This design comes from an exercise in tuning for small area and a short achievable clock period on the open sky130 flow, not from production work.
No functional check of the RTL was part of any run shown here.
No activity file was given, so power comes from the tool's default toggle rates.

==> flow/design.v <==
`timescale 1 ps / 1ps
module kcpsm3(
  output [9:0]  address,
  input  [17:0] instruction,
  output [7:0]  port_id,
  output        write_strobe,
  output [7:0]  out_port,
  output        read_strobe,
  input  [7:0]  in_port,
  input         interrupt,
  output        interrupt_ack,
  input         reset,
  input         clk);
  wire [17:0] ins = instruction;
  wire [3:0]  top4 = ins[17:14];
  wire [2:0]  top3 = ins[17:15];
  reg reset_delay, internal_reset, t_state;
  always @(posedge clk) begin
    reset_delay    <= reset;
    internal_reset <= reset | reset_delay;
    t_state        <= ~t_state & ~internal_reset;
  end
  reg carry_flag, zero_flag;
  reg clean_int, active_interrupt, int_ack, int_enable, shadow_carry, shadow_zero;
  wire int_update = active_interrupt | (ins[17] & ins[16] & ins[15]);
  always @(posedge clk) begin
    clean_int        <= interrupt & ~internal_reset;
    active_interrupt <= ~internal_reset & t_state & clean_int & int_enable & ~active_interrupt;
    int_ack          <= active_interrupt;
    if (active_interrupt) begin
      shadow_carry <= carry_flag;
      shadow_zero  <= zero_flag;
    end
    if (internal_reset)
      int_enable <= 1'b0;
    else if (int_update)
      int_enable <= ~active_interrupt & ins[0] & ~int_ack;
  end
  assign interrupt_ack = int_ack;
  wire condition_met = ins[11] ? (ins[10] ? ~carry_flag : carry_flag)
                               : (ins[10] ? ~zero_flag  : zero_flag);
  wire move_group = (top4 == 4'b1100) | (top4 == 4'b1101) | (top4 == 4'b1110) | (top4 == 4'b1010);
  wire taken      = move_group & (~ins[12] | condition_met);
  wire call_op    = (top4 == 4'b1100);
  wire ret_op     = (top4 == 4'b1010) | (top4 == 4'b1110);
  reg  [9:0] pc;
  reg  [9:0] tos;
  wire [9:0] pc_inc = pc + 10'd1;
  wire [9:0] vector = ins[15] ? tos : ins[9:0];
  always @(posedge clk)
    if (internal_reset)        pc <= 10'd0;
    else if (active_interrupt) pc <= 10'h3FF;
    else if (~t_state)         pc <= taken ? vector : pc_inc;
  assign address = pc;
  function [4:0] lfsr_state(input integer n);
    case (n)
      0: lfsr_state = 5'h01;
      1: lfsr_state = 5'h02;
      2: lfsr_state = 5'h04;
      3: lfsr_state = 5'h09;
      4: lfsr_state = 5'h12;
      5: lfsr_state = 5'h05;
      6: lfsr_state = 5'h0b;
      7: lfsr_state = 5'h16;
      8: lfsr_state = 5'h0c;
      9: lfsr_state = 5'h19;
      10: lfsr_state = 5'h13;
      11: lfsr_state = 5'h07;
      12: lfsr_state = 5'h0f;
      13: lfsr_state = 5'h1f;
      14: lfsr_state = 5'h1e;
      15: lfsr_state = 5'h1c;
      16: lfsr_state = 5'h18;
      17: lfsr_state = 5'h11;
      18: lfsr_state = 5'h03;
      19: lfsr_state = 5'h06;
      20: lfsr_state = 5'h0d;
      21: lfsr_state = 5'h1b;
      22: lfsr_state = 5'h17;
      23: lfsr_state = 5'h0e;
      24: lfsr_state = 5'h1d;
      25: lfsr_state = 5'h1a;
      26: lfsr_state = 5'h15;
      27: lfsr_state = 5'h0a;
      28: lfsr_state = 5'h14;
      29: lfsr_state = 5'h08;
      30: lfsr_state = 5'h10;
      default: lfsr_state = 5'h00;
    endcase
  endfunction
  wire push = ~internal_reset & ~t_state & (active_interrupt | (call_op & taken));
  wire pop  = ~internal_reset & ~t_state & ~active_interrupt & ret_op & taken;
  reg  [4:0] sp;
  wire [4:0] sp_up   = {sp[3:0], sp[4] ^ sp[2]};
  wire [4:0] sp_down = {sp[0] ^ sp[3], sp[4:1]};
  reg  [9:0] stack_mem [0:28];
  reg  [9:0] stack_rd;
  integer k;
  always @(*) begin
    stack_rd = 10'd0;
    for (k = 0; k < 29; k = k + 1)
      stack_rd = stack_rd | ({10{sp == lfsr_state(k + 2)}} & stack_mem[k]);
  end
  always @(posedge clk) begin
    if (internal_reset) sp <= lfsr_state(0);
    else if (push)      sp <= sp_up;
    else if (pop)       sp <= sp_down;
    if (push)     tos <= active_interrupt ? pc : pc_inc;
    else if (pop) tos <= stack_rd;
  end
  genvar g;
  generate
    for (g = 0; g < 29; g = g + 1) begin : stk
      always @(posedge clk)
        if (sp == lfsr_state(g + 1)) stack_mem[g] <= tos;
    end
  endgenerate
  reg  [7:0] regs [0:15];
  wire [15:0] x_sel = 16'd1 << ins[11:8];
  wire [15:0] y_sel = 16'd1 << ins[7:4];
  reg  [7:0] rx, ry;
  always @(*) begin
    rx = 8'd0;
    ry = 8'd0;
    for (k = 0; k < 16; k = k + 1) begin
      rx = rx | ({8{x_sel[k]}} & regs[k]);
      ry = ry | ({8{y_sel[k]}} & regs[k]);
    end
  end
  reg  [7:0] ld_data;
  reg  [3:0] ld_x;
  reg  ld_en, ld_pend;
  wire [7:0] sx = (ld_pend & (ins[11:8] == ld_x)) ? ld_data : rx;
  wire [7:0] sy = (ld_pend & (ins[7:4] == ld_x)) ? ld_data : ry;
  reg  [7:0] sx_q, op2_q;
  wire [7:0] op2 = ins[12] ? sy : ins[7:0];
  reg  [17:13] iq;       
  reg  r_shift, r_fetch, r_arith, r_logic;   
  reg  cin_q;            
  wire a_cycle = ~internal_reset & ~t_state;
  wire store_op = (top3 == 3'b101) & ins[14] & ins[13];
  wire load_op  = (top4 == 4'b0001);   
  wire reg_op   = (top4 == 4'b0000) | (top3 == 3'b001) | (top3 == 3'b011) | (top3 == 3'b100);
  wire flag_op  = (top4 == 4'b0010) | (top4 == 4'b0011) | (top4 == 4'b0100) | (top4 == 4'b0101) |
                  (top4 == 4'b0110) | (top4 == 4'b0111) | (top4 == 4'b1000) | (top4 == 4'b1110);
  reg  reg_en, mem_en, flag_en;
  always @(posedge clk) begin
    reg_en  <= a_cycle & ~active_interrupt & reg_op;
    ld_en   <= a_cycle & ~active_interrupt & load_op;
    ld_pend <= ld_en;
    mem_en  <= a_cycle & ~active_interrupt & store_op;
    flag_en <= a_cycle & flag_op;
  end
  always @(posedge clk) begin
    sx_q  <= sx;
    op2_q <= op2;
    iq    <= ins[17:13];
    r_shift <= ins[17];
    r_fetch <= ~ins[17] & (top4[2:0] == 3'b001) & ins[13];
    r_arith <= ~ins[17] & ins[16] & (ins[15] | ins[14]);
    r_logic <= ~ins[17] & ~(top4[2:0] == 3'b001) & ~(ins[16] & (ins[15] | ins[14]));
    cin_q <= ins[14] ^ (ins[13] & carry_flag);
  end
  wire io_op  = ~ins[16] & ins[14] & ~ins[13] & (ins[17] == ins[15]);
  wire out_op = io_op & ins[17];
  reg  [7:0] out_q, port_q;
  always @(posedge clk) begin
    out_q  <= sx  & {8{out_op}};
    port_q <= op2 & {8{io_op}};
  end
  assign out_port = out_q;
  assign port_id  = port_q;
  wire [7:0] a = sx_q;
  wire [7:0] b = op2_q;
  wire [3:0] qtop4 = iq[17:14];
  reg [7:0] logical;
  always @(*)
    case (iq[14:13])
      2'b00: logical = b;
      2'b01: logical = a & b;
      2'b10: logical = a | b;
      default: logical = a ^ b;
    endcase
  wire [8:0] sum = {1'b0, a} + {1'b0, b ^ {8{iq[14]}}} + {8'd0, cin_q};
  wire       arith_carry = sum[8] ^ iq[14];
  wire shift_in = b[2] ? (b[1] ? b[0] : a[0]) : (b[1] ? a[7] : carry_flag);
  wire [7:0] shifted = b[3] ? {shift_in, a[7:1]} : {a[6:0], shift_in};
  wire shift_carry = b[3] ? a[0] : a[7];
  reg  [7:0] scratch [0:63];
  wire [7:0] s_lo = 8'd1 << b[2:0];
  wire [7:0] s_hi = 8'd1 << b[5:3];
  reg  [63:0] s_sel;
  reg  [7:0] fetched, row;
  integer j;
  always @(*) begin
    fetched = 8'd0;
    for (j = 0; j < 8; j = j + 1) begin
      row = 8'd0;
      for (k = 0; k < 8; k = k + 1) begin
        s_sel[j * 8 + k] = s_hi[j] & s_lo[k];
        row = row | ({8{s_lo[k]}} & scratch[j * 8 + k]);
      end
      fetched = fetched | ({8{s_hi[j]}} & row);
    end
  end
  wire [7:0] result = ({8{r_shift}} & shifted) | ({8{r_arith}} & sum[7:0]) | ({8{r_logic}} & logical);
  always @(posedge clk) begin
    ld_data <= r_fetch ? fetched : in_port;
    ld_x    <= ins[11:8];
  end
  wire [7:0] wdata = ld_pend ? ld_data : result;
  wire parity    = ^(a & b);
  wire new_carry = iq[17] ? (iq[15] ? shadow_carry : shift_carry)
                 : iq[16] ? ((~iq[15] & ~iq[14]) ? parity : arith_carry) : 1'b0;
  wire [7:0] bb = b ^ {8{iq[14]}};
  wire [7:0] zero_carry = {a[6:0] | bb[6:0], cin_q};
  wire arith_zero = &(~(a ^ bb ^ zero_carry));
  wire new_zero  = iq[17] ? (iq[16] ? shadow_zero : (shifted == 8'd0))
                          : (r_arith ? arith_zero : (logical == 8'd0));
  always @(posedge clk) begin
    for (k = 0; k < 16; k = k + 1)
      if ((reg_en & x_sel[k]) | (ld_pend & (ld_x == k))) regs[k] <= wdata;
    for (k = 0; k < 64; k = k + 1)
      if (mem_en & s_sel[k]) scratch[k] <= a;
    if (internal_reset) begin
      carry_flag <= 1'b0;
      zero_flag  <= 1'b0;
    end else if (flag_en) begin
      carry_flag <= new_carry;
      zero_flag  <= new_zero;
    end
  end
  wire io_decode = ~t_state & ~active_interrupt & ~ins[16] & ins[14] & ~ins[13];
  reg  ws, rs;
  always @(posedge clk) begin
    ws <= ~internal_reset & io_decode & ins[17] & ins[15];
    rs <= ~internal_reset & io_decode & ~ins[17] & ~ins[15];
  end
  assign write_strobe = ws;
  assign read_strobe  = rs;
endmodule
==> flow/flow/run.sh <==
#!/bin/bash
# Own layout flow: the standard flow (standard.sh, unchanged synthesis), with the
# port buffers made of a faster buffer cell and gate sizing not limited to cells of the
# same footprint. Everything else, including the constraints, is the standard flow's.
set -euo pipefail
bash standard.sh \
  MATCH_CELL_FOOTPRINT=0 \
  "BUFFER_PORTS_ARGS=-buffer_cell sky130_fd_sc_hd__buf_4" \
  finish > standard_flow.log 2>&1
==> flow/standard.sh <==
#!/bin/bash
# synth_recipe.tcl (not shown) runs the flow's synth.tcl, then flattens the netlist and writes it again
# the make line also repeats each setting of config.mk as NAME=value (left out here)
make -C /OpenROAD-flow-scripts/flow DESIGN_CONFIG=/design/flow/config.mk WORK_HOME=/design/flow/orfs CLKGATE_MAP_FILE= SYNTH_SCRIPT=/design/flow/synth_recipe.tcl "${@:-finish}"
==> flow/config.mk <==
export PLATFORM = sky130hd
export DESIGN_NAME = kcpsm3
export DESIGN_NICKNAME = kcpsm3
export VERILOG_FILES = /design/flow/design.v
export SDC_FILE = /design/flow/constraint.sdc
export NUM_CORES = 4
export LEC_CHECK = 0
export ABC_CLOCK_PERIOD_IN_PS = 2600
export CAP_MARGIN = 20
export CORE_MARGIN = 2
export CORE_UTILIZATION = 55
export CTS_CLUSTER_DIAMETER = 60
export CTS_CLUSTER_SIZE = 30
export SETUP_SLACK_MARGIN = 4.4
export SLEW_MARGIN = 20
export TNS_END_PERCENT = 20
==> flow/constraint.sdc <==
create_clock -name core_clock -period 7.0 [get_ports {clk}]
set_input_delay 1.4000 -clock core_clock [delete_from_list [all_inputs] [get_ports {clk}]]
set_output_delay 1.4000 -clock core_clock [all_outputs]
set_load 0.01 [all_outputs]
==> results.yml, run 1 <==
status:
  status: "no timing/DRC/antenna violations"
synthesis:
  syn_inst: 2794
  synth-seq-cells: 1026
  synth_ff_type: "edfxtp_1"
  yosysSeqAreaShare: 0.702
  synth_commonest_cells: "942 x edfxtp_1, 177 x nor2_1, 147 x a22oi_1, 116 x nand2_1, 111 x mux2i_1"
  synth_nets: 2856
  ys_types: 86
  synth_top_area_frac: 0.663
  async_flop_share: 0
  synth_edf_count: 942
  yosys_warnings: 4
  avgSynthCellArea_sq_um: 15.3
  yosys.area.top_type: "edfxtp_1"
  synth.most_common_cell: "edfxtp_1"
  synthTopCellsByArea: "edfxtp_1 66%, dfxtp_1 3.9%, mux4_2 3.5%"
  netlist_area_sq_um: 42700
timing:
  setup_viol: 0
  min_period_ps: 2930
  rsz0062_at_grt: "true"
  drv_slew: 0
  fmax_ghz: 0.341
  worst_slack_ps: 4070
  tightest_slew_ps: 1090
  hold_viol: 0
  skew_ps: 44.5
  slew-limit-headroom: 0.273
  tns_ps: 0
  min_period_over_period: 0.419
grt:
  antenna_found_initial: 4
  grt_pass1_vias: 25900
  grt_usage: 0.328
  grt_pass1_wl_mm: 187
  grt_overflow: 0
  grt_max_degree: 71
placed_design:
  dp_worst_setup_slack_ps: 2640
  io_buffers: 57
  place_hpwl_mm: 78.4
  dp_cells: 3783
  gp_congestion: 0.939
critical_path:
  crit_required_ps: 7260
  cpPeakStageDelay_ps: 710
  critPathTopFamily: "simple AND/OR/NAND/NOR gates"
  critPathKind: "flop to flop"
  cp_num_buf_inv: 2
  path_common_cell: "nor2_2"
  endpoint_kind: "flop"
  crit_chain: "buf_12, nor2_2, buf_4, nand2_1, nor2_2"
  path_max_fanout: 9
  critPathArrivalTime_ps: 3190
  crit_slowest_cell: "nor2_2"
  start_kind: "flop"
clock_network:
  clk_path_buf_depth: 3
  cts_buffers: 70
  tritoncts: "yes"
  cts.htree.levels: 3
  clockRootBuffer: "clkbuf_16"
  clkSlewWorstSetupHoldPaths_ps: 100
  clk_latency_ps: 650
  clock_sinks: 1026
finish:
  multi_input_area_sq_um: 12700
  fillers: 5510
  layout-drive-gt1-share: 0.239
  register_area_sq_um: 30000
  finish.utilization: 0.648
  final_cells: 4032
  fin_nets: 2996
  syn_to_final_growth_pct: 17.0
route:
  ant_nets: 0
  drc_errors: 0
  via_count: 27800
  drtIter0Drc: 4212
  routed_wl_mm: 136
  drtPass1Iterations: 8
  avgRoutedWirePerCell_um: 33.7
  via_per_inst: 6.91
run:
  drv_cap: 0
floorplanning:
  chipHeight_um: 283
  die_x_um: 283
  core_sq_um: 77100
  row_count: 102
  start_util: 0.554
  dieArea_sq_um: 79800
  pin_count: 58
power:
  ir_drop_v: 0.000242
  p_leak_uw: 0.0163
  power_density_nw_per_um2: 262
hold_path:
  hold_path.class: "flop to flop"
## flip-flops by register name, indices dropped and copies added, names as in the netlist, 5 cells and up
| signal | count |
|---|---|
| iq | 5 |
| sx_q | 8 |
| out_q | 8 |
| op2_q | 8 |
| sp | 5 |
| regs | 128 |
| pc | 10 |
| tos | 10 |
| scratch | 512 |
| ld_data | 8 |
| stack_mem | 290 |
| port_q | 8 |
## path summary, 6_finish.rpt
check / start / endpoint / slack, ps / cells past startpoint
setup / recovery: op2_q[0]$_DFF_P_ / scratch[32][3]$_DFFE_PP_ / 4070 / 5
hold / removal: ld_en$_DFF_P_ / ld_pend$_DFF_P_ / 340 / 0
setup reg to reg: op2_q[0]$_DFF_P_ / scratch[32][3]$_DFFE_PP_ / 4070 / 5
hold reg to reg: ld_en$_DFF_P_ / ld_pend$_DFF_P_ / 340 / 0
## cells in the final DEF (no fill, tap or decap), drive strengths merged, types with 12 or more instances in the layout
cell type,count
and3,33
nor2b,35
xor2,26
a22oi,147
mux4,66
a22o,26
nand3,58
a32oi,15
a221oi,50
nor3,32
a31oi,25
ha,31
clkbuf,103
a211oi,21
edfxtp,942
buf,223
clkinv,23
nand3b,20
nand2,116
dfxtp,84
xnor2,26
a222oi,12
nor2,179
inv,72
mux2,56
o21ai,66
nand4,23
mux2i,112
nand2b,16
o22ai,51
a21oi,73
nor4,20
and2,20
## cells by family after synthesis
kind of cell    after synthesis  share of synthesized area
flops                      1026                      0.702
compound gates              608                      0.105
simple gates                602                     0.0714
buf+inv                     239                     0.0244
mux                         234                     0.0760
fa+ha+maj                    33                     0.0100
xor+xnor                     52                     0.0109
## power breakdown
part / internal [uW] / leakage (uW) / total, uW / switching (uW)
clock network: 2290 / 0.00129 / 4710 / 2420
logic: 575 / 0.00584 / 1530 / 960
registers: 6790 / 0.00921 / 6850 / 60.8
## repair_timing
| item | in CTS | in global routing |
|---|---|---|
| pin swaps | 18 | 26 |
| endpoints found under the setup margin | 882 | 651 |
| gates resized for setup | 224 | 104 |
| setup buffers | 50 | 39 |
| hold buffers | 0 | 0 |
| endpoints found under the hold margin | 0 | 0 |
| gates cloned | 14 | 16 |
## routing by layer
metal	wire length, um	part of all wire	vias to the layer above	GRT usage
met2	61300	0.45	1803	0.493
met4	4160	0.031	4	0.102
met3	15500	0.11	282	0.0681
li1	-	-	11500	-
met1	55000	0.40	14300	0.485
met5	32	0.00024	-	0
## area by class of cell
cell class | count | area share
multi-input combinational | 1531 | 0.255
antenna | 1 | 0.0000501
inverter | 55 | 0.00466
clock buffer | 76 | 0.0370
timing repair buffer | 250 | 0.0596
tap | 1040 | 0.0261
sequential | 1026 | 0.601
clock inverter | 53 | 0.0163
## metrics by stage
step	hold slack (ps)	area (sq um)	power, uW
finish	337	49900	13100
floorplan	310	42900	7720
detailed placement	313	44400	8140
global route	342	49900	13400
global placement	310	44400	8130
CTS	336	48700	13000
==> run 2, diff against run 1 <==
--- a/flow/design.v
+++ b/flow/design.v
@@ -120,20 +120,17 @@
   wire [15:0] y_sel = 16'd1 << ins[7:4];
-  reg  [7:0] rx, ry;
+  reg  [7:0] sx, sy;
   always @(*) begin
-    rx = 8'd0;
-    ry = 8'd0;
+    sx = 8'd0;
+    sy = 8'd0;
     for (k = 0; k < 16; k = k + 1) begin
-      rx = rx | ({8{x_sel[k]}} & regs[k]);
-      ry = ry | ({8{y_sel[k]}} & regs[k]);
-    end
-  end
-  reg  [7:0] ld_data;
-  reg  [3:0] ld_x;
-  reg  ld_en, ld_pend;
-  wire [7:0] sx = (ld_pend & (ins[11:8] == ld_x)) ? ld_data : rx;
-  wire [7:0] sy = (ld_pend & (ins[7:4] == ld_x)) ? ld_data : ry;
+      sx = sx | ({8{x_sel[k]}} & regs[k]);
+      sy = sy | ({8{y_sel[k]}} & regs[k]);
+    end
+  end
   reg  [7:0] sx_q, op2_q;
   wire [7:0] op2 = ins[12] ? sy : ins[7:0];
+  reg  [7:0] s_lo, s_hr, s_hw;
   reg  [17:13] iq;       
-  reg  r_shift, r_fetch, r_arith, r_logic;   
+  reg  [3:0] xq;         
+  reg  r_shift, r_in, r_arith, r_logic;   
   reg  cin_q;            
@@ -141,12 +138,8 @@
   wire store_op = (top3 == 3'b101) & ins[14] & ins[13];
-  wire load_op  = (top4 == 4'b0001);   
-  wire reg_op   = (top4 == 4'b0000) | (top3 == 3'b001) | (top3 == 3'b011) | (top3 == 3'b100);
+  wire reg_op   = (top3 == 3'b000) | (top3 == 3'b001) | (top3 == 3'b011) | (top3 == 3'b100);
   wire flag_op  = (top4 == 4'b0010) | (top4 == 4'b0011) | (top4 == 4'b0100) | (top4 == 4'b0101) |
                   (top4 == 4'b0110) | (top4 == 4'b0111) | (top4 == 4'b1000) | (top4 == 4'b1110);
-  reg  reg_en, mem_en, flag_en;
+  reg  reg_en, flag_en;
   always @(posedge clk) begin
     reg_en  <= a_cycle & ~active_interrupt & reg_op;
-    ld_en   <= a_cycle & ~active_interrupt & load_op;
-    ld_pend <= ld_en;
-    mem_en  <= a_cycle & ~active_interrupt & store_op;
     flag_en <= a_cycle & flag_op;
@@ -156,5 +149,9 @@
     op2_q <= op2;
+    s_lo  <= 8'd1 << op2[2:0];
+    s_hr  <= (8'd1 << op2[5:3]) & {8{(top4 == 4'b0001) & ins[13]}};
+    s_hw  <= (8'd1 << op2[5:3]) & {8{a_cycle & ~active_interrupt & store_op}};
     iq    <= ins[17:13];
+    xq    <= ins[11:8];
     r_shift <= ins[17];
-    r_fetch <= ~ins[17] & (top4[2:0] == 3'b001) & ins[13];
+    r_in    <= ~ins[17] & (top4[2:0] == 3'b001) & ~ins[13];
     r_arith <= ~ins[17] & ins[16] & (ins[15] | ins[14]);
@@ -189,4 +186,2 @@
   reg  [7:0] scratch [0:63];
-  wire [7:0] s_lo = 8'd1 << b[2:0];
-  wire [7:0] s_hi = 8'd1 << b[5:3];
   reg  [63:0] s_sel;
@@ -199,14 +194,10 @@
       for (k = 0; k < 8; k = k + 1) begin
-        s_sel[j * 8 + k] = s_hi[j] & s_lo[k];
+        s_sel[j * 8 + k] = s_hw[j] & s_lo[k];
         row = row | ({8{s_lo[k]}} & scratch[j * 8 + k]);
       end
-      fetched = fetched | ({8{s_hi[j]}} & row);
-    end
-  end
-  wire [7:0] result = ({8{r_shift}} & shifted) | ({8{r_arith}} & sum[7:0]) | ({8{r_logic}} & logical);
-  always @(posedge clk) begin
-    ld_data <= r_fetch ? fetched : in_port;
-    ld_x    <= ins[11:8];
-  end
-  wire [7:0] wdata = ld_pend ? ld_data : result;
+      fetched = fetched | ({8{s_hr[j]}} & row);
+    end
+  end
+  wire [7:0] result = ({8{r_shift}} & shifted) | ({8{r_in}} & in_port) | fetched |
+                      ({8{r_arith}} & sum[7:0]) | ({8{r_logic}} & logical);
   wire parity    = ^(a & b);
@@ -221,5 +212,5 @@
     for (k = 0; k < 16; k = k + 1)
-      if ((reg_en & x_sel[k]) | (ld_pend & (ld_x == k))) regs[k] <= wdata;
+      if (reg_en & (xq == k)) regs[k] <= result;
     for (k = 0; k < 64; k = k + 1)
-      if (mem_en & s_sel[k]) scratch[k] <= a;
+      if (s_sel[k]) scratch[k] <= a;
     if (internal_reset) begin
--- a/flow/config.mk
+++ b/flow/config.mk
@@ -7,3 +7,2 @@
 export LEC_CHECK = 0
-export ABC_CLOCK_PERIOD_IN_PS = 2600
 export CAP_MARGIN = 20
@@ -11,6 +10,6 @@
 export CORE_UTILIZATION = 55
-export CTS_CLUSTER_DIAMETER = 60
-export CTS_CLUSTER_SIZE = 30
+export CTS_CLUSTER_DIAMETER = 100
+export CTS_CLUSTER_SIZE = 22
 export SETUP_SLACK_MARGIN = 4.4
 export SLEW_MARGIN = 20
-export TNS_END_PERCENT = 20
+export TNS_END_PERCENT = 100
==> results.yml, run 2 <==
power:
  power_density_nw_per_um2: 245
  total_power_uw: 11700
  ir_drop_v: 0.000236
  p_leak_uw: 0.0153
critical_path:
  critPathKind: "flop to flop"
  critPathArrivalTime_ps: 3250
  path_max_fanout: 8
  start_kind: "flop"
  crit_required_ps: 7350
  timing.rr.start: "iq[14]$_DFF_P_"
  crit_path_start: "iq[14]$_DFF_P_"
  endpoint_kind: "flop"
finish:
  final_cell_mix: "942 x edfxtp_1, 343 x a22oi_1, 165 x buf_4, 96 x nor2_1, 96 x nand4_1"
  top_register: "scratch"
  fillers: 5591
  layout-drive-gt1-share: 0.188
  fin_nets: 2937
  final_common_cell: "edfxtp_1"
  syn_to_final_growth_pct: 13.8
  largest_register_ffs: 512
  biggestRegsByFlops: "scratch x512, stack_mem x290, regs x128"
clock_network:
  clockRootBuffer: "clkbuf_16"
  clkSlewWorstSetupHoldPaths_ps: 90
  clock_sinks: 1039
  clk_latency_ps: 670
  clk_path_buf_depth: 3
  tritoncts: "yes"
  cts_buffers: 53
  cts.htree.levels: 2
floorplanning:
  row_count: 101
  pin_count: 58
  dieArea_sq_um: 78200
  die_x_um: 280
  chipHeight_um: 280
  core_sq_um: 75600
  start_util: 0.553
synthesis:
  yosysSeqAreaShare: 0.724
  synth.most_common_cell: "edfxtp_1"
  synth_nets: 2807
  synth_top_family_by_area: "compound AO/OA/AOI/OAI gates"
  netlist_area_sq_um: 41800
  synth_ff_type: "edfxtp_1"
  yosys_warnings: 4
  syn_inst: 2745
  synthTopCellsByArea: "edfxtp_1 68%, a22oi_1 6.3%, dfxtp_1 4.6%"
  synth-compound-area-share: 0.126
  synth_commonest_cells: "942 x edfxtp_1, 351 x a22oi_1, 124 x nor2_1, 105 x clkbuf_1, 97 x dfxtp_1"
  synth_xor_area_frac: 0.00860
  synth_edf_count: 942
  avgSynthCellArea_sq_um: 15.2
  synth_top_area_frac: 0.677
  async_flop_share: 0
  ys_types: 100
  synthMuxAreaShare: 0.0274
  synth_fa_ha_area_frac: 0.0102
  synth-seq-cells: 1039
  yosys.area_share.simple: 0.0808
  yosys.area.top_type: "edfxtp_1"
timing:
  setup_viol: 0
  fmax_ghz: 0.345
  rsz0062_at_grt: "true"
  drv_slew: 0
  tns_ps: 0
  worst_slack_ps: 4100
  min_period_over_period: 0.414
  tightest_slew_ps: 1130
  min_period_ps: 2900
  slew-limit-headroom: 0.246
  skew_ps: 42.9
  hold_viol: 0
placed_design:
  place_hpwl_mm: 76.1
  gp_congestion: 0.968
  io_buffers: 57
  dp_worst_setup_slack_ps: 3160
grt:
  antenna_found_initial: 2
  grt_usage: 0.329
  grt_max_degree: 71
  grt_pass1_wl_mm: 184
  grt_pass1_vias: 25600
  grt_overflow: 0
run:
  drv_cap: 0
hold_path:
  hold_path.startpoint: "reset_delay$_DFF_P_"
  hold_path.class: "flop to flop"
route:
  drc_errors: 0
  drtIter0Drc: 4391
  ant_nets: 0
  via_count: 27100
  drtPass1Iterations: 6
  avgRoutedWirePerCell_um: 34.4
  via_per_inst: 6.96
  routed_wl_mm: 134
status:
  status: "no timing/DRC/antenna violations"
## run 2: changes by cell type in the layout (fill, tap and decap cells not counted), sizes merged, moves of 41 or more
cell,delta
a22oi,+204
nand4,+73
and2,+63
mux2i,-58
mux4,-54
nor2,-49
o22ai,-41
## run 2: critical path, stage by stage, from the launching register on
cell and delay, ps:
dfxtp_4 370, buf_12 130, xor2_4 210, inv_2 70
ha_4 210, nor2b_1 140, o211ai_1 240, a21boi_2 140
o41ai_4 430, xnor2_4 190, a211o_4 450
## run 2: final timing paths
| kind | end | cells past startpoint | slack, ps |
|---|---|---|---|
| max | regs[3][7]$_DFFE_PP_ | 10 | 4100 |
| max reg2reg | regs[3][7]$_DFFE_PP_ | 10 | 4100 |
| min reg2reg | internal_reset$_DFF_P_ | 1 | 430 |
| min | internal_reset$_DFF_P_ | 1 | 430 |
## run 2: repair_timing
item | CTS | global route
hold endpoints to repair | 0 | 0
pin swaps | 22 | 19
endpoints found under the setup margin | 276 | 134
gates cloned | 5 | 10
gates resized for setup | 146 | 102
buffers inserted | 63 | 42
hold buffers | 0 | 0
## run 2: cell families after synthesis
logic type      Yosys count
flops                  1039
fa+ha+maj                33
xor+xnor                 41
mux                      94
simple gates            620
buf+inv                 229
compound gates          689
## run 2: metal layers
layer  vias to the layer above  share of wire  global-route usage
met4                         2          0.041               0.123
met5                         -       0.000075                   0
met2                      1708           0.47               0.523
li1                      11200              -                   -
met1                     13900           0.39               0.461
met3                       271          0.099              0.0535
## run 2: cell type report
class                   count  area [sq um]  area share
inverters                  56           224     0.00471
clock inverters             2          32.5    0.000684
flip-flops and latches   1039         30300       0.638
diodes                      1          2.50   0.0000526
repair buffers            246          2810      0.0592
clock buffers              97          1510      0.0318
well taps                 978          1220      0.0257
multi-input cells        1479         11400       0.240
## run 2: per-stage QoR
stage | area (sq um) | hold slack (ps) | instances | utilization
floorplan | 42200 | 381 | 2745 | -
global placement | 43500 | 398 | 3674 | 0.575
detailed placement | 43500 | 398 | 3675 | 0.575
CTS | 46400 | 432 | 3842 | 0.614
global route | 47500 | 450 | 3897 | 0.629
finish | 47500 | 431 | 3898 | 0.629
## run 2: report_power, final
group / switching (uW) / internal [uW]
registers: 73.8 / 6860
logic: 836 / 488
clock network: 1940 / 1470
total: 2840 / 8820

==> static timing again, ports no longer ideal <==
The results above use ideal ports. As a check the final layouts listed here were re-extracted and re-timed, cells and wires unchanged. Step 1 assumes that a clkbuf_16 drives the clock port and a buf_2 every other input. Step 2 also shifts input and output timing later by t, the mid clock arrival at the registers, as if the neighbouring blocks saw the same clock. a / b / c = ideal / step 1 / step 2; a / b = the first two.
run | shift t [ns] | setup slack, ns | cell pins on the clock port's net
run 1 | 0.697 | 4.069 / 4.069 / 3.404 | 1
run 2 | 0.716 | 4.100 / 4.100 / 3.601 | 1
After both steps setup and hold are still met in every run listed. For run 1, which loses most, drivers alone change the setup slack by 0.000 ns; drivers and shift together by -0.665 ns.
